This is an optimization exercise on Yosys and OpenROAD, whose aim is a short achievable clock period and few clock cycles, not a production implementation. Only simulation tests tie the RTL to the original design; equivalence was not proved. Power is estimated from default activity; no workload was simulated.

==> design.v <==
module ALU (
	input  [31:0] a,
	input  [31:0] b,
	input  [4:0]  shamt,
	input         sub,        
	input  [1:0]  shop,       
	input  [7:0]  sel,
	output [31:0] sum,
	output [31:0] result
);
	wire [31:0] bx = sub ? ~b : b;
	wire [32:0] s33 = {1'b0, a} + {1'b0, bx} + {32'b0, sub};
	assign sum = s33[31:0];
	wire slt  = (a[31] ^ b[31]) ? a[31] : s33[31];
	wire sltu = ~s33[32];
	reg [31:0] sh;
	always @(*)
		case (shop)
			2'd0: sh = b << shamt;
			2'd3: sh = $signed(b) >>> shamt;
			default: sh = b >> shamt;
		endcase
	assign result = ({32{sel[0]}} & sum)
	              | ({32{sel[1]}} & (a & b))
	              | ({32{sel[2]}} & (a | b))
	              | ({32{sel[3]}} & ~(a | b))
	              | ({32{sel[4]}} & {31'b0, slt})
	              | ({32{sel[5]}} & {31'b0, sltu})
	              | ({32{sel[6]}} & sh)
	              | ({32{sel[7]}} & b);
endmodule
module mips_registers ( read_data_1, read_data_2, write_data, read_reg_1, read_reg_2, write_reg, signal_reg_write, clk );
	output [31:0] read_data_1, read_data_2;
	input [31:0] write_data;
	input [4:0] read_reg_1, read_reg_2, write_reg;
	input signal_reg_write, clk;
	reg [31:0] registers [31:1];
	always @(posedge clk)
		if (signal_reg_write && write_reg != 5'd0)
			registers[write_reg] <= write_data;
	assign read_data_1 = (read_reg_1 == 5'd0) ? 32'b0 : registers[read_reg_1];
	assign read_data_2 = (read_reg_2 == 5'd0) ? 32'b0 : registers[read_reg_2];
endmodule
module mips_core (
	input         clk,
	input         rst,
	output [31:0] imem_addr,
	input  [31:0] imem_rdata,
	output [31:0] dmem_addr,
	output [31:0] dmem_wdata,
	output [3:0]  dmem_wmask,
	output        dmem_we,
	input  [31:0] dmem_rdata,
	output        wb_en,
	output [4:0]  wb_reg,
	output [31:0] wb_data
);
reg  [9:0]  fa;           
reg         f_first;      
reg  [31:0] f_pc;
reg  [9:0]  lr_f;         
reg  [31:0] lr_d;         
reg  [31:0] lr_e;         
reg         d_valid;
reg  [31:0] ir;
reg  [31:0] d_pc;
reg         d_pt;         
reg         e_valid;
reg  [31:0] e_a, e_b, e_s;
reg  [4:0]  e_sh;
reg         e_sub;
reg  [1:0]  e_shop;
reg  [7:0]  e_sel;
reg  [4:0]  e_dst;
reg         e_wen, e_load, e_store, e_br, e_bne, e_pt, e_jr, e_jal;
reg  [1:0]  e_lt;         
reg  [3:0]  e_mask;
reg  [31:0] e_alt;        
reg  [31:0] m_res;
reg  [31:0] m_sdata;
reg  [3:0]  m_mask;
reg         m_we;
reg         m_wen, m_load;
reg  [1:0]  m_lt;
reg  [4:0]  m_dst;
reg         w_en;
reg  [4:0]  w_reg;
reg  [31:0] w_data;
wire [5:0]  f_op   = imem_rdata[31:26];
wire        f_j    = (f_op == 6'h02) | (f_op == 6'h03);
wire        f_jal  = (f_op == 6'h03);
wire        f_br   = (f_op == 6'h04) | (f_op == 6'h05);
wire        f_jr   = (f_op == 6'h00) & (imem_rdata[5:0] == 6'h08);
wire        f_pt   = f_br & imem_rdata[15];           
wire [9:0]  fa1    = fa + 10'd1;
wire [9:0]  f_next = f_j  ? imem_rdata[9:0] :
                     f_jr ? lr_f :
                     f_pt ? fa1 + imem_rdata[9:0] : fa1;
wire [5:0]  op     = ir[31:26];
wire [4:0]  rs     = ir[25:21];
wire [4:0]  rt     = ir[20:16];
wire [4:0]  rd     = ir[15:11];
wire [5:0]  fn     = ir[5:0];
wire [15:0] imm    = ir[15:0];
wire        d_r    = (op == 6'h00);
wire        d_jr   = d_r & (fn == 6'h08);
wire        d_j    = (op == 6'h02);
wire        d_jal  = (op == 6'h03);
wire        d_beq  = (op == 6'h04);
wire        d_bne  = (op == 6'h05);
wire        d_lw   = (op == 6'h23) | (op == 6'h30);
wire        d_lbu  = (op == 6'h24);
wire        d_lhu  = (op == 6'h25);
wire        d_load = d_lw | d_lbu | d_lhu;
wire        d_sb   = (op == 6'h28);
wire        d_sh   = (op == 6'h29);
wire        d_store= d_sb | d_sh | (op == 6'h2b) | (op == 6'h38);
wire        d_andi = (op == 6'h0c);
wire        d_ori  = (op == 6'h0d);
wire        d_slti = (op == 6'h0a);
wire        d_sltiu= (op == 6'h0b);
wire        d_lui  = (op == 6'h0f);
wire [4:0]  d_dst  = d_r ? rd : d_jal ? 5'd31 : rt;
wire        d_wen  = ~(d_jr | d_store | d_beq | d_bne | d_j) & (d_dst != 5'd0);
wire        use_rs = ~(d_j | d_jal | d_lui);
wire        use_rt = d_r | d_beq | d_bne | d_store;
wire        r_sub  = d_r & ((fn == 6'h22) | (fn == 6'h23));
wire        r_slt  = d_r & (fn == 6'h2a);
wire        r_sltu = d_r & (fn == 6'h2b);
wire        r_and  = d_r & (fn == 6'h24);
wire        r_or   = d_r & (fn == 6'h25);
wire        r_nor  = d_r & (fn == 6'h27);
wire        r_add  = d_r & ((fn == 6'h20) | (fn == 6'h21));
wire        r_shift= d_r & ((fn == 6'h00) | (fn == 6'h02) | (fn == 6'h03));
wire        is_slt = r_slt | d_slti;
wire        is_sltu= r_sltu | d_sltiu;
wire [7:0]  d_sel;
assign d_sel[0] = r_add | r_sub | ~d_r & ~(d_andi | d_ori | d_slti | d_sltiu | d_lui | d_jal);
assign d_sel[1] = r_and | d_andi;
assign d_sel[2] = r_or  | d_ori;
assign d_sel[3] = r_nor;
assign d_sel[4] = is_slt;
assign d_sel[5] = is_sltu;
assign d_sel[6] = r_shift;
assign d_sel[7] = d_lui | d_jal;
wire        d_sub  = r_sub | is_slt | is_sltu;
wire [31:0] pc4    = d_pc + 32'd4;
wire [31:0] pc8    = d_pc + 32'd8;
wire [31:0] brt    = pc4 + {{14{imm[15]}}, imm, 2'b00};
wire [31:0] jt     = {d_pc[31:28], ir[25:0], 2'b00};
wire [31:0] d_succ = (d_j | d_jal) ? jt : d_jr ? lr_d : d_pt ? brt : pc4;
wire [31:0] rf_a, rf_b;
mips_registers regblock(rf_a, rf_b, w_data, rs, rt, w_reg, w_en, clk);
wire [31:0] ldx = (m_lt == 2'd1) ? {24'b0, dmem_rdata[7:0]} :
                  (m_lt == 2'd2) ? {16'b0, dmem_rdata[15:0]} : dmem_rdata;
wire [31:0] m_val = m_load ? ldx : m_res;
wire [31:0] alu_sum, alu_res;
ALU alu(.a(e_a), .b(e_b), .shamt(e_sh), .sub(e_sub), .shop(e_shop), .sel(e_sel),
        .sum(alu_sum), .result(alu_res));
wire hitEa = e_valid & e_wen & (e_dst == rs);
wire hitMa = m_wen & (m_dst == rs);
wire hitWa = w_en & (w_reg == rs);
wire hitEb = e_valid & e_wen & (e_dst == rt);
wire hitMb = m_wen & (m_dst == rt);
wire hitWb = w_en & (w_reg == rt);
wire [31:0] va = hitEa ? alu_res : hitMa ? m_val : hitWa ? w_data : rf_a;
wire [31:0] vb = hitEb ? alu_res : hitMb ? m_val : hitWb ? w_data : rf_b;
wire stall = d_valid & e_valid & e_load & e_wen &
             ((use_rs & (e_dst == rs)) | (use_rt & (e_dst == rt)));
wire [31:0] immx = (d_andi | d_ori) ? {16'b0, imm} :
                   d_lui ? {imm, 16'b0} :
                   d_jal ? pc8 : {{16{imm[15]}}, imm};
wire        b_is_rt = d_r | d_beq | d_bne;
wire        eq       = (e_a == e_b);
wire        taken    = e_bne ? ~eq : eq;
wire        mispred  = e_valid & ((e_br & (taken != e_pt)) | (e_jr & (e_a != e_alt)));
wire [31:0] redirect = e_jr ? e_a : e_alt;
always @(posedge clk) begin
	if (rst) begin
		fa      <= 10'd0;
		f_first <= 1'b1;
		f_pc    <= 32'd0;
		lr_f    <= 10'd0;
		lr_d    <= 32'd0;
		lr_e    <= 32'd0;
		d_valid <= 1'b0;
		e_valid <= 1'b0;
		m_we    <= 1'b0;
		m_wen   <= 1'b0;
		m_load  <= 1'b0;
		w_en    <= 1'b0;
	end else begin
		w_en   <= m_wen;
		w_reg  <= m_dst;
		w_data <= m_val;
		m_res   <= alu_res;
		m_sdata <= e_s;
		m_mask  <= e_mask;
		m_we    <= e_valid & e_store;
		m_wen   <= e_valid & e_wen;
		m_load  <= e_valid & e_load;
		m_lt    <= e_lt;
		m_dst   <= e_dst;
		if (e_valid & e_jal)
			lr_e <= alu_res;
		e_valid <= d_valid & ~stall & ~mispred;
		e_a     <= use_rs ? va : 32'd0;
		e_b     <= b_is_rt ? vb : immx;
		e_s     <= vb;
		e_sh    <= ir[10:6];
		e_sub   <= d_sub;
		e_shop  <= fn[1:0];
		e_sel   <= d_sel;
		e_dst   <= d_dst;
		e_wen   <= d_wen;
		e_load  <= d_load;
		e_store <= d_store;
		e_lt    <= d_lbu ? 2'd1 : d_lhu ? 2'd2 : 2'd0;
		e_mask  <= d_sb ? 4'b0001 : d_sh ? 4'b0011 : 4'b1111;
		e_br    <= d_beq | d_bne;
		e_bne   <= d_bne;
		e_pt    <= d_pt;
		e_jr    <= d_jr;
		e_jal   <= d_jal;
		e_alt   <= d_jr ? lr_d : d_pt ? pc4 : brt;
		if (mispred) begin
			d_valid <= 1'b0;
			fa      <= redirect[11:2];
			f_first <= 1'b1;
			f_pc    <= redirect;
			lr_f    <= lr_e[11:2];
			lr_d    <= lr_e;
		end else if (~stall) begin
			d_valid <= 1'b1;
			ir      <= imem_rdata;
			d_pt    <= f_pt;
			d_pc    <= f_first ? f_pc : d_succ;
			f_first <= 1'b0;
			fa      <= f_next;
			if (f_jal)
				lr_f <= fa + 10'd2;
			if (d_valid & d_jal)
				lr_d <= pc8;
		end
	end
end
assign imem_addr  = {20'b0, fa, 2'b00};
assign dmem_addr  = m_res;
assign dmem_wdata = m_sdata;
assign dmem_wmask = m_mask;
assign dmem_we    = m_we;
assign wb_en      = w_en;
assign wb_reg     = w_reg;
assign wb_data    = w_data;
endmodule
==> run.sh <==
#!/bin/bash
# synth_recipe.tcl (not shown) runs the flow's synth.tcl, then flattens the netlist and writes it again
# the make line also repeats each setting of config.mk as NAME=value (left out here)
make -C /OpenROAD-flow-scripts/flow DESIGN_CONFIG=/design/flow/config.mk WORK_HOME=/design/flow/orfs CLKGATE_MAP_FILE= SYNTH_SCRIPT=/design/flow/synth_recipe.tcl finish
==> config.mk <==
export PLATFORM = sky130hd
export DESIGN_NAME = mips_core
export DESIGN_NICKNAME = mips_core
export VERILOG_FILES = /design/flow/design.v
export SDC_FILE = /design/flow/constraint.sdc
export NUM_CORES = 4
export LEC_CHECK = 0
export ABC_CLOCK_PERIOD_IN_PS = 3000
export CAP_MARGIN = 20
export CORE_MARGIN = 2
export CORE_UTILIZATION = 40
export PLACE_DENSITY = 0.6
export SETUP_SLACK_MARGIN = 5
export SLEW_MARGIN = 20
==> constraint.sdc <==
create_clock -name core_clock -period 12.0 [get_ports {clk}]
set_input_delay 2.4000 -clock core_clock [delete_from_list [all_inputs] [get_ports {clk}]]
set_output_delay 2.4000 -clock core_clock [all_outputs]
set_load 0.01 [all_outputs]
==> results of run 1 <==
==> layout by cell type (no fill, tap or decap), drive strengths merged, types with 25 or more instances in the layout <==
cell,count
buf,195
xnor2,76
and3,30
o221ai,25
nand2,315
clkdlybuf4s50,180
ha,153
o21ai,283
inv,172
a211oi,159
clkinv,65
nor2,411
xor2,144
mux2i,242
o22ai,72
edfxtp,1328
a21oi,343
a221oi,42
clkbuf,216
mux4,599
nor2b,34
mux2,74
nor3,59
a221o,25
a21o,35
o21a,32
nand3,78
nor4,32
o211ai,49
dfxtp,133
nand4,43
a22oi,38
==> layer usage <==
layer	vias up	share of wire	global-route usage
met4	2	0.053	0.134
met3	571	0.096	0.0569
met2	3194	0.47	0.445
met1	28600	0.38	0.371
met5	-	0.000069	0
li1	23200	-	-
==> power groups by stage <==
stage	clock network [mW]	logic [mW]	registers, mW
after floorplan	0	1.62	6.09
after global placement	0	2.65	6.17
after detailed placement	0	2.66	6.17
after CTS	4.88	2.67	6.07
after global routing	5.07	2.87	6.08
final	4.82	2.72	6.07
==> critical path: cells and delay by family (launching register included) <==
kind            cells  cell delay, ps
compound gates      5            1770
buf+inv             2            1430
flops               1             690
mux                 1             410
simple gates        1             320
==> final timing paths <==
kind                 from     endpoint  slack, ps
setup reg to reg     flop      e_b[30]       6800
hold / removal    e_s[31]  m_sdata[31]        420
setup / recovery     flop      e_b[30]       6800
hold reg to reg   e_s[31]  m_sdata[31]        420
==> final cells by class <==
cell class | instances | area [sq um] | area share
flip-flops and latches | 1461 | 42600 | 0.476
inverters | 168 | 639 | 0.00715
repair buffers | 375 | 3330 | 0.0373
clock inverters | 81 | 709 | 0.00794
clock buffers | 216 | 4330 | 0.0484
diodes | 2 | 5.00 | 0.0000560
well taps | 2640 | 3300 | 0.0370
multi-input cells | 3708 | 34500 | 0.386
==> cell families after synthesis <==
kind of cell               Yosys count  synth area share
buffers and inverters              671            0.0370
muxes                              915             0.210
adders and majority gates          156            0.0248
DFF                               1461             0.535
other                                2         0.0000944
xor gates and xnor gates           220            0.0242
AOI/OAI and AO/OA                 1292             0.106
and+or+nand+nor                   1102            0.0631
==> metrics.yaml, run 1 <==
status:
  status: "no timing/DRC/antenna violations"
floorplan:
  coreArea_sq_um: 197000
  rows: 163
  die-area_sq_um: 203000
  start_util: 0.403
  fp.dieH_microns: 450
  ios: 205
  die_x_microns: 450
yosys:
  syn_avg_cell_area_sq_um: 13.7
  synth.ff_latch_count: 1461
  post-synth-top-count-cell: "edfxtp_1"
  yosys_warnings: 3
  ys_seq_area_frac: 0.535
  yosys-top-cells-count: "edfxtp_1, mux4_2, nor2_1"
  synth_top_area_share: 0.501
  synth-edff-count: 1328
  yosys-top-cells-area: "edfxtp_1, mux4_2, dfxtp_1"
  yosys.area.top_type: "edfxtp_1"
  synth.distinct_cells: 91
  synth_cells: 5819
  async_flop_share: 0
  netlist_area_sq_um: 79600
  ys.flop_type: "edfxtp_1"
place:
  portBuffers: 181
  place.gp.congestion: 0.961
  dp_hpwl_microns: 191000
  pre_cts_slack_ps: 6570
  placed_cell_area_sq_um: 84300
  place_inst: 8352
power:
  p_total_mw: 13.6
  switching_share: 0.301
  p_int_mw: 9.52
  max-vdd-ir-drop_v: 0.000120
  switchingPower_mw: 4.09
  pwr-share-comb: 0.200
  power_density_nw_per_um2: 152
  clockPowerShare: 0.354
  p_leak_nw: 29.8
  seqPwrFrac: 0.446
routing:
  ant_nets: 0
  wirelength_microns: 291000
  drc: 0
  vias: 55500
  first_pass_iters: 8
  routed_via_density: 6.42
  wl_per_cell_microns: 33.6
  drt_iter0_drc: 7609
hold_path:
  worstHoldPathCells: 0
  hold_class: "reg -> reg"
setup_path:
  path_max_fanout: 113
  startpoint_type: "flop"
  ff2ff_path_depth: 9
  crit_arrival_ps: 5740
  cpPeakStageDelay_ps: 890
  crit_type: "reg -> reg"
  worst_ep_required_time_ps: 12540
  crit_chain: "buf_12 -> buf_4 -> mux4_2 -> a211oi_1 -> a211oi_1 -> o221ai_1 -> nor2_1 -> a211oi_1 -> o21ai_1"
  worst_path_max_delay_cell: "buf_4"
  cpMostUsedCell: "a211oi_1"
  worstSetupEndpointType: "flop"
sta:
  hold_violations: 0
  rsz0062_at_grt: "false"
  timing.fmax_mhz: 192
  relSlewSlack: 0.180
  fin_crit_sh: 0.433
  slew_violations: 0
  fin_ws_ps: 6800
  setup_viol: 0
  worst_slew_pin_slew_ps: 1230
  fin_tns_setup_ps: 0
  period_needed_ps: 5200
  hold_ws_ps: 419
  clock_skew_ps: 28.2
grt:
  antenna_found_initial: 7
  grt_max_degree: 126
  overflow: 0
  grt_pass1_vias: 53400
  grt_pass1_wl_microns: 409000
  track_usage: 0.281
cells_and_area:
  design_area_sq_um: 89400
  post-route-util: 0.453
  fillers: 17400
  largest_reg_flops: 992
  top_register: "regblock.registers"
  nets: 6096
  drive_above_1_share: 0.196
  area_delta_synth_final_pct: 12.3
  fin_cells: 8651
clocking:
  cts_resized: 0
  cts_root_buf: "clkbuf_16"
  cts_tree: "yes"
  clock_path_buffers: 3
  clock_latency_ps: 840
  htree_levels: 4
  post_cts_buffers: 0
  clock_sinks: 1461
  cts-buffers-inserted: 160
  clkTransAtPathRegs_ps: 60
  postCtsHoldBufs: 0
flow_run:
  max_cap_violations: 0
Testbench counts, summed over its fixed seeds: cycles 45,733.
==> inputs of run 2 (changes only) <==
==> flow/run.sh (new file) <==
#!/bin/bash
# Standard ORFS layout, with timing repair aiming well past the 12 ns clock:
# repair_timing treats any path with less than SETUP_SLACK_MARGIN ns of slack
# as failing, so the layout is optimised for the shortest period it can reach.
# The constraints (clock period, I/O delays, loads) are the standard flow's, unchanged.
set -euo pipefail
MARGIN=${MARGIN:-8.5}
bash standard.sh SETUP_SLACK_MARGIN=$MARGIN MATCH_CELL_FOOTPRINT=0 finish > flow_make.log 2>&1
==> standard.sh (new file) <==
#!/bin/bash
# synth_recipe.tcl (not shown) runs the flow's synth.tcl, then flattens the netlist and writes it again
# the make line also repeats each setting of config.mk as NAME=value (left out here)
make -C /OpenROAD-flow-scripts/flow DESIGN_CONFIG=/design/flow/config.mk WORK_HOME=/design/flow/orfs CLKGATE_MAP_FILE= SYNTH_SCRIPT=/design/flow/synth_recipe.tcl "${@:-finish}"
--- a/config.mk
+++ b/config.mk
@@ -10,5 +10,4 @@
 export CORE_MARGIN = 2
 export CORE_UTILIZATION = 40
 export PLACE_DENSITY = 0.6
-export SETUP_SLACK_MARGIN = 5
 export SLEW_MARGIN = 20
removed: run.sh
==> run 2 against run 1 <==
Net effect:
- still clean
- utilization increased by 5.3 points
- via count rose by 9.0%
- wire length rose by 11%
- final cell count up 6.2%
- clock skew is 21 ps higher
- sequential power is 0.8% lower
- count of clock-buffer cells in the layout is 5 lower
- critical endpoint is now wb_data[17]
- largest cell class unchanged
- largest power group unchanged
- highest routed layer unchanged
==> metrics.yaml, run 2 <==
grt:
  overflow: 0
  grt_max_degree: 88
  grt_pass1_wl_microns: 442000
  antenna_found_initial: 13
  met3_usage: 0.0721
  grt_pass1_vias: 56700
  track_usage: 0.306
  grt_busiest_layer: "met2"
  grtUsageMet1: 0.408
  use_met2: 0.469
cells_and_area:
  register_area_sq_um: 42600
  final_cell_mix: "edfxtp_1, mux4_2, buf_4"
  largest_reg_flops: 992
  fin_cells: 9190
  final_common_cell: "edfxtp_1"
  design_area_sq_um: 99900
  top_register: "regblock.registers"
  drive_above_1_share: 0.362
  fillers: 16600
  area_delta_synth_final_pct: 25.5
  multi_input_area_sq_um: 38300
  nets: 6643
yosys:
  synthXorXnorAreaFrac: 0.0242
  yosys-top-cells-area: "edfxtp_1, mux4_2, dfxtp_1"
  synth-edff-count: 1328
  synth_top_area_share: 0.501
  async_flop_share: 0
  yosys-top-cells-count: "edfxtp_1, mux4_2, nor2_1"
  syn_avg_cell_area_sq_um: 13.7
  yosys_warnings: 3
  yosys.area.top_type: "edfxtp_1"
  netlist_area_sq_um: 79600
  ys_seq_area_frac: 0.535
  synth_mux_area_frac: 0.210
  synth_top_family_by_area: "multiplexers"
  ys.flop_type: "edfxtp_1"
  synth_cells: 5819
  post-synth-top-count-cell: "edfxtp_1"
  synth-compound-area-share: 0.106
  synth.ff_latch_count: 1461
  yosys.area_share.adder: 0.0248
  synth-simple-area-share: 0.0631
  synth.distinct_cells: 91
floorplan:
  die-area_sq_um: 203000
  die_x_microns: 450
  rows: 163
  coreArea_sq_um: 197000
  start_util: 0.403
  fp.dieH_microns: 450
  ios: 205
status:
  status: "no timing/DRC/antenna violations"
clocking:
  clock_latency_ps: 840
  clock_path_buffers: 3
  cts-buffers-inserted: 162
  cts_tree: "yes"
  cts_root_buf: "clkbuf_16"
  clkTransAtPathRegs_ps: 60
  postCtsHoldBufs: 0
  htree_levels: 4
  clock_sinks: 1461
power:
  seqPwrFrac: 0.405
  switching_share: 0.307
  switchingPower_mw: 4.56
  p_int_mw: 10.3
  pwr-share-comb: 0.264
  max-vdd-ir-drop_v: 0.000103
  p_leak_nw: 34.4
  power_density_nw_per_um2: 149
  clockPowerShare: 0.330
routing:
  routed_via_density: 6.59
  ant_nets: 0
  wl_per_cell_microns: 35.0
  drc: 0
  drt_iter0_drc: 9454
  first_pass_iters: 6
  wirelength_microns: 322000
  vias: 60500
place:
  place.gp.congestion: 0.967
  portBuffers: 181
  dp_hpwl_microns: 190000
  place_inst: 8337
  pre_cts_slack_ps: 6570
  placed_cell_area_sq_um: 84500
flow_run:
  max_cap_violations: 0
setup_path:
  worst_ep_required_time_ps: 9600
  startpoint_type: "flop"
  crit_type: "reg -> out"
  path_max_fanout: 2
  crit_arrival_ps: 1600
  worstSetupEndpointType: "output port"
sta:
  fin_crit_sh: 0.333
  timing.fmax_mhz: 250
  fin_tns_setup_ps: 0
  fin_ws_ps: 8000
  setup_viol: 0
  relSlewSlack: 0.164
  slew_violations: 0
  hold_violations: 0
  worst_slew_pin_slew_ps: 1250
  rsz0062_at_grt: "true"
  clock_skew_ps: 49.4
  period_needed_ps: 4000
hold_path:
  hold_class: "reg -> reg"
## run 2: cell counts after synthesis
No cell type changed its count.
## run 2: metal layers
| layer | vias to the layer above | wire, microns |
|---|---|---|
| met5 | - | 69 |
| met4 | 10 | 19900 |
| met3 | 827 | 36700 |
| met2 | 4344 | 145000 |
| met1 | 31100 | 120000 |
| li1 | 24300 | - |
## run 2: power groups by stage
stage,logic [mW],registers [mW],clock network (mW)
3_5_place_dp,2.64,6.20,0
6_report,3.92,6.02,4.90
3_3_place_gp,2.63,6.20,0
2_1_floorplan,1.65,6.08,0
4_1_cts,3.40,6.01,4.95
5_1_grt,4.05,6.02,5.15
## run 2: worst max-delay path, stage by stage (launching register included)
cell      delay, ps
edfxtp_1        450
buf_12          180
buf_8           130
## run 2: per-stage QoR
stage | hold slack (ps) | util | power [mW]
2_1_floorplan | 400 | - | 7.73
3_3_place_gp | 402 | 0.428 | 8.83
3_5_place_dp | 405 | 0.428 | 8.84
4_1_cts | 411 | 0.488 | 14.4
5_1_grt | 422 | 0.506 | 15.2
6_report | 416 | 0.506 | 14.8
## run 2: cell type report
cell class | instances | area share
Inverter | 168 | 0.00695
Sequential cell | 1461 | 0.427
Antenna cell | 4 | 0.000100
Tap cell | 2640 | 0.0331
Clock inverter | 78 | 0.00744
Timing Repair inverter | 2 | 0.000163
Multi-Input combinational cell | 3708 | 0.384
Clock buffer | 211 | 0.0440
Timing Repair Buffer | 918 | 0.0976
## run 2: what timing repair did
| action | in CTS | in global routing |
|---|---|---|
| setup endpoints to repair | 612 | 417 |
| pin swaps | 165 | 215 |
| buffers inserted | 350 | 152 |
| resized for setup | 1172 | 401 |
| gates cloned | 48 | 10 |
## run 2: kinds of logic after synthesis
kind of cell / count (synthesis)
multiplexers: 915
adder cells (fa/ha/maj): 156
XOR/XNOR: 220
AND/OR/NAND/NOR: 1102
flip-flops: 1461
other: 2
buffers and inverters: 671
AO/OA/AOI/OAI: 1292
## run 2: worst paths after layout
path / cells after the start / slack [ps] / start / end
max: 2 / 8000 / w_data[17] / wb_data[17]
min: 0 / 420 / e_s[2] / m_sdata[2]
max reg2reg: 20 / 8050 / d_pc[3] / d_pc[29]
min reg2reg: 0 / 420 / e_s[2] / m_sdata[2]
==> inputs of run 3 (changes only) <==
--- a/design.v
+++ b/design.v
@@ -91,7 +91,14 @@
 wire        f_jal  = (f_op == 6'h03);
 wire        f_br   = (f_op == 6'h04) | (f_op == 6'h05);
 wire        f_jr   = (f_op == 6'h00) & (imem_rdata[5:0] == 6'h08);
-wire        f_pt   = f_br & imem_rdata[15];           
+reg  [63:0] bht_v;        
+reg  [1:0]  bht_c [0:63]; 
+reg         u_en, u_tk;   
+reg  [5:0]  u_idx;
+reg  [5:0]  e_bidx;
+wire        f_bv   = bht_v[fa[5:0]];
+wire        f_bc   = bht_c[fa[5:0]][1];
+wire        f_pt   = f_br & (f_bv ? f_bc : imem_rdata[15]);   
 wire [9:0]  fa1    = fa + 10'd1;
 wire [9:0]  f_next = f_j  ? imem_rdata[9:0] :
                      f_jr ? lr_f :
@@ -176,6 +183,12 @@
 wire        mispred  = e_valid & ((e_br & (taken != e_pt)) | (e_jr & (e_a != e_alt)));
 wire [31:0] redirect = e_jr ? e_a : e_alt;
 always @(posedge clk) begin
+	u_idx <= e_bidx;
+	u_tk  <= taken;
+	if (u_en)
+		bht_c[u_idx] <= ~bht_v[u_idx] ? (u_tk ? 2'b10 : 2'b01) :
+		                u_tk ? (bht_c[u_idx] == 2'b11 ? 2'b11 : bht_c[u_idx] + 2'b01) :
+		                       (bht_c[u_idx] == 2'b00 ? 2'b00 : bht_c[u_idx] - 2'b01);
 	if (rst) begin
 		fa      <= 10'd0;
 		f_first <= 1'b1;
@@ -189,7 +202,12 @@
 		m_wen   <= 1'b0;
 		m_load  <= 1'b0;
 		w_en    <= 1'b0;
+		bht_v   <= 64'b0;
+		u_en    <= 1'b0;
 	end else begin
+		u_en    <= e_valid & e_br;
+		if (u_en)
+			bht_v[u_idx] <= 1'b1;
 		w_en   <= m_wen;
 		w_reg  <= m_dst;
 		w_data <= m_val;
@@ -223,6 +241,7 @@
 		e_jr    <= d_jr;
 		e_jal   <= d_jal;
 		e_alt   <= d_jr ? lr_d : d_pt ? pc4 : brt;
+		e_bidx  <= d_pc[7:2];
 		if (mispred) begin
 			d_valid <= 1'b0;
 			fa      <= redirect[11:2];
==> run 3 against run 2 <==
Net effect:
- fmax decreased by 1.6%
- register-to-register slack got worse by 110 ps
- clock power increased by 16%
- power increased by 15%
- via count increased by 12%
- combinational power increased by 16%
- count of clock-buffer cells in the layout increased by 20
- final area increased by 12%
- highest routed layer unchanged
- global-route usage increased by 0.44 points
- utilization increased by 0.36 points
- clock skew increased by 16 ps
==> metrics.yaml, run 3 <==
routing:
  wl_per_cell_microns: 35.0
  first_pass_iters: 6
  drc: 0
  routed_via_density: 6.61
  wirelength_microns: 361000
  vias: 68000
  ant_nets: 0
  drt_iter0_drc: 10800
yosys:
  yosys_warnings: 3
  yosys-top-cells-area: "edfxtp_1, mux4_2, dfxtp_1"
  synth_cells: 6522
  synth.ff_latch_count: 1673
  yosys-top-cells-count: "edfxtp_1, mux4_2, nor2_1"
  yosys.area.top_type: "edfxtp_1"
  ys.flop_type: "edfxtp_1"
  synth_top_area_share: 0.496
  synth-edff-count: 1462
  synth.distinct_cells: 101
  post-synth-top-count-cell: "edfxtp_1"
  syn_avg_cell_area_sq_um: 13.6
  async_flop_share: 0
  ys_seq_area_frac: 0.543
  netlist_area_sq_um: 88600
setup_path:
  critical-path-top-delay-family: "compound AO/OA/AOI/OAI gates"
  path_max_fanout: 7
  crit_chain: "buf_6 -> clkbuf_16 -> xor2_4 -> ha_1 -> a21oi_1 -> o21ai_1 -> nor3_2 -> a21oi_4 -> buf_6 -> buf_6 -> a21oi_4 -> xnor2_2 -> a221oi_2 -> buf_4 -> buf_12 -> o21ai_4 -> o2bb2ai_4"
  worst_path_max_delay_cell: "o21ai_1"
  worstSetupEndpointType: "flop"
  worst_ep_required_time_ps: 12610
  cpMostUsedCell: "buf_6"
  cpPeakStageDelay_ps: 510
  crit_type: "reg -> reg"
  critical_path_buf_inv_count: 6
  startpoint_type: "flop"
  crit_arrival_ps: 4670
sta:
  relSlewSlack: 0.234
  timing.fmax_mhz: 246
  clock_skew_ps: 65.5
  hold_ws_ps: 342
  setup_viol: 0
  slew_violations: 0
  rsz0062_at_grt: "true"
  worst_slew_pin_slew_ps: 1150
  period_needed_ps: 4060
  hold_violations: 0
  fin_tns_setup_ps: 0
  fin_crit_sh: 0.338
cells_and_area:
  reg_top3: "regblock.registers x992, bht_c x128, bht_v x64"
  final_common_cell: "edfxtp_1"
  fillers: 18400
  final_cell_mix: "edfxtp_1, mux4_2, buf_4"
  nets: 7403
  multi_input_area_sq_um: 42500
  largest_reg_flops: 992
  area_delta_synth_final_pct: 26.5
  top_register: "regblock.registers"
  fin_cells: 10300
  register_area_sq_um: 48200
  design_area_sq_um: 112000
  drive_above_1_share: 0.359
clocking:
  clock_sinks: 1673
  clock_latency_ps: 870
  cts_tree: "yes"
  clock_path_buffers: 3
  cts-buffers-inserted: 179
  htree_levels: 4
  cts_root_buf: "clkbuf_16"
  clkTransAtPathRegs_ps: 70
power:
  p_int_mw: 11.7
  switchingPower_mw: 5.37
  power_density_nw_per_um2: 153
  p_leak_nw: 38.3
  switching_share: 0.314
  seqPwrFrac: 0.402
  p_total_mw: 17.1
  pwr-share-comb: 0.267
  clockPowerShare: 0.331
  max-vdd-ir-drop_v: 0.000162
place:
  place.gp.congestion: 0.995
  placed_cell_area_sq_um: 94100
  dp_hpwl_microns: 211000
  place_inst: 9344
  portBuffers: 181
floorplan:
  die-area_sq_um: 225000
  rows: 172
  coreArea_sq_um: 220000
  ios: 205
  fp.dieH_microns: 475
  die_x_microns: 475
  start_util: 0.403
grt:
  track_usage: 0.311
  grt_pass1_wl_microns: 496000
  grt_max_degree: 87
  grt_pass1_vias: 64000
  grtUsageMet1: 0.409
  use_met2: 0.457
  met3_usage: 0.0924
  grt_busiest_layer: "met2"
  overflow: 0
  antenna_found_initial: 19
flow_run:
  max_cap_violations: 0
hold_path:
  hold_class: "reg -> reg"
status:
  status: "no timing/DRC/antenna violations"
-- run 3: cells by family (layout without fill, tap and decap cells) --
kind of cell | Yosys count | after routing | synth area share
flip-flops | 1673 | 1673 | 0.543
buffers and inverters | 722 | 1508 | 0.0342
XOR/XNOR | 214 | 214 | 0.0213
multiplexers | 957 | 957 | 0.202
AO/OA/AOI/OAI | 1459 | 1460 | 0.108
adder cells (fa/ha/maj) | 160 | 160 | 0.0229
AND/OR/NAND/NOR | 1335 | 1336 | 0.0685
other | 2 | 28 | 0.0000848
-- run 3: what timing repair did --
item                       4_1_cts  5_1_grt
cloned                          57        5
gates resized for setup       1310      398
hold endpoints to repair         0        0
pin swaps                      179      203
hold buffers                     0        0
setup endpoints to repair      839      521
buffers inserted               373      173
-- run 3: layer usage --
| metal | vias up | part of all wire |
|---|---|---|
| met2 | 5059 | 0.44 |
| met5 | - | 0.00016 |
| met3 | 1074 | 0.13 |
| li1 | 27200 | - |
| met4 | 10 | 0.070 |
| met1 | 34700 | 0.36 |
-- run 3: worst paths after layout --
check        startpoint        to  slack (ps)  cells after the start
max reg2reg       e_sub   e_b[18]        7940                     17
min reg2reg   e_bidx[1]  u_idx[1]         340                      0
min           e_bidx[1]  u_idx[1]         340                      0
max               e_sub   e_b[18]        7940                     17
-- run 3: area by class of cell --
class                      instances  area share
antenna                            5    0.000112
clock buffer                     231      0.0426
clock inverter                   104      0.0106
inverter                         173     0.00634
multi-input combinational       4150       0.380
sequential                      1673       0.430
tap                             2958      0.0330
timing repair buffer             999      0.0972
timing repair inverter             1    0.000101
-- run 3: through the flow --
| step | util | worst slack, ps |
|---|---|---|
| after global placement | 0.428 | 6520 |
| after floorplan | - | 7670 |
| after global routing | 0.509 | 7920 |
| after detailed placement | 0.428 | 6590 |
| after CTS | 0.493 | 7940 |
| final | 0.509 | 7940 |
-- run 3: power by group through the flow --
stage / Combinational, mW / Clock [mW] / Sequential [mW]
floorplan: 1.83 / 0 / 6.92
global placement: 3.04 / 0 / 7.01
detailed placement: 3.05 / 0 / 7.01
CTS: 3.98 / 5.68 / 6.87
global route: 4.68 / 5.91 / 6.88
finish: 4.56 / 5.66 / 6.88
Testbench counts of run 3, summed over its fixed seeds: cycles 43,607.

==> static timing again, ports no longer ideal <==
How much do the figures lean on ideal ports? The routed layouts below were timed once more, with nothing changed but the port constraints. Step 1 (the two cells are an assumption about what drives the block):
set clk [get_ports {clk}]
set_driving_cell -lib_cell sky130_fd_sc_hd__clkbuf_16 $clk
set_driving_cell -lib_cell sky130_fd_sc_hd__buf_2 [delete_from_list [all_inputs] $clk]
Step 2, shift: input delay + t, output delay - t, t = (earliest + latest rising clock arrival at the registers) / 2. This alone moves slack from input paths to output paths. Three values: no drivers, after step 1, after step 2; two values: the first two.
run | t (ns) | slack for setup (ns) | hold WS [ns] | clock arrival spread, ns | worst data-port slew with drivers (ns)
run 1 | 0.913 | 6.804 / 6.804 / 6.597 | 0.419 / 0.419 / 0.419 | 0.035 / 0.036 | 0.12
run 2 | 0.905 | 8.003 / 7.916 / 7.471 | 0.416 / 0.416 / 0.416 | 0.050 / 0.050 | 0.18
run 3 | 0.940 | 7.939 / 7.871 / 7.347 | 0.342 / 0.342 / 0.342 | 0.084 / 0.085 | 0.11
After both steps every run listed still meets setup and hold. The setup slack of run 3, which loses most, moves by -0.068 ns with the drivers and by -0.592 ns with both steps.
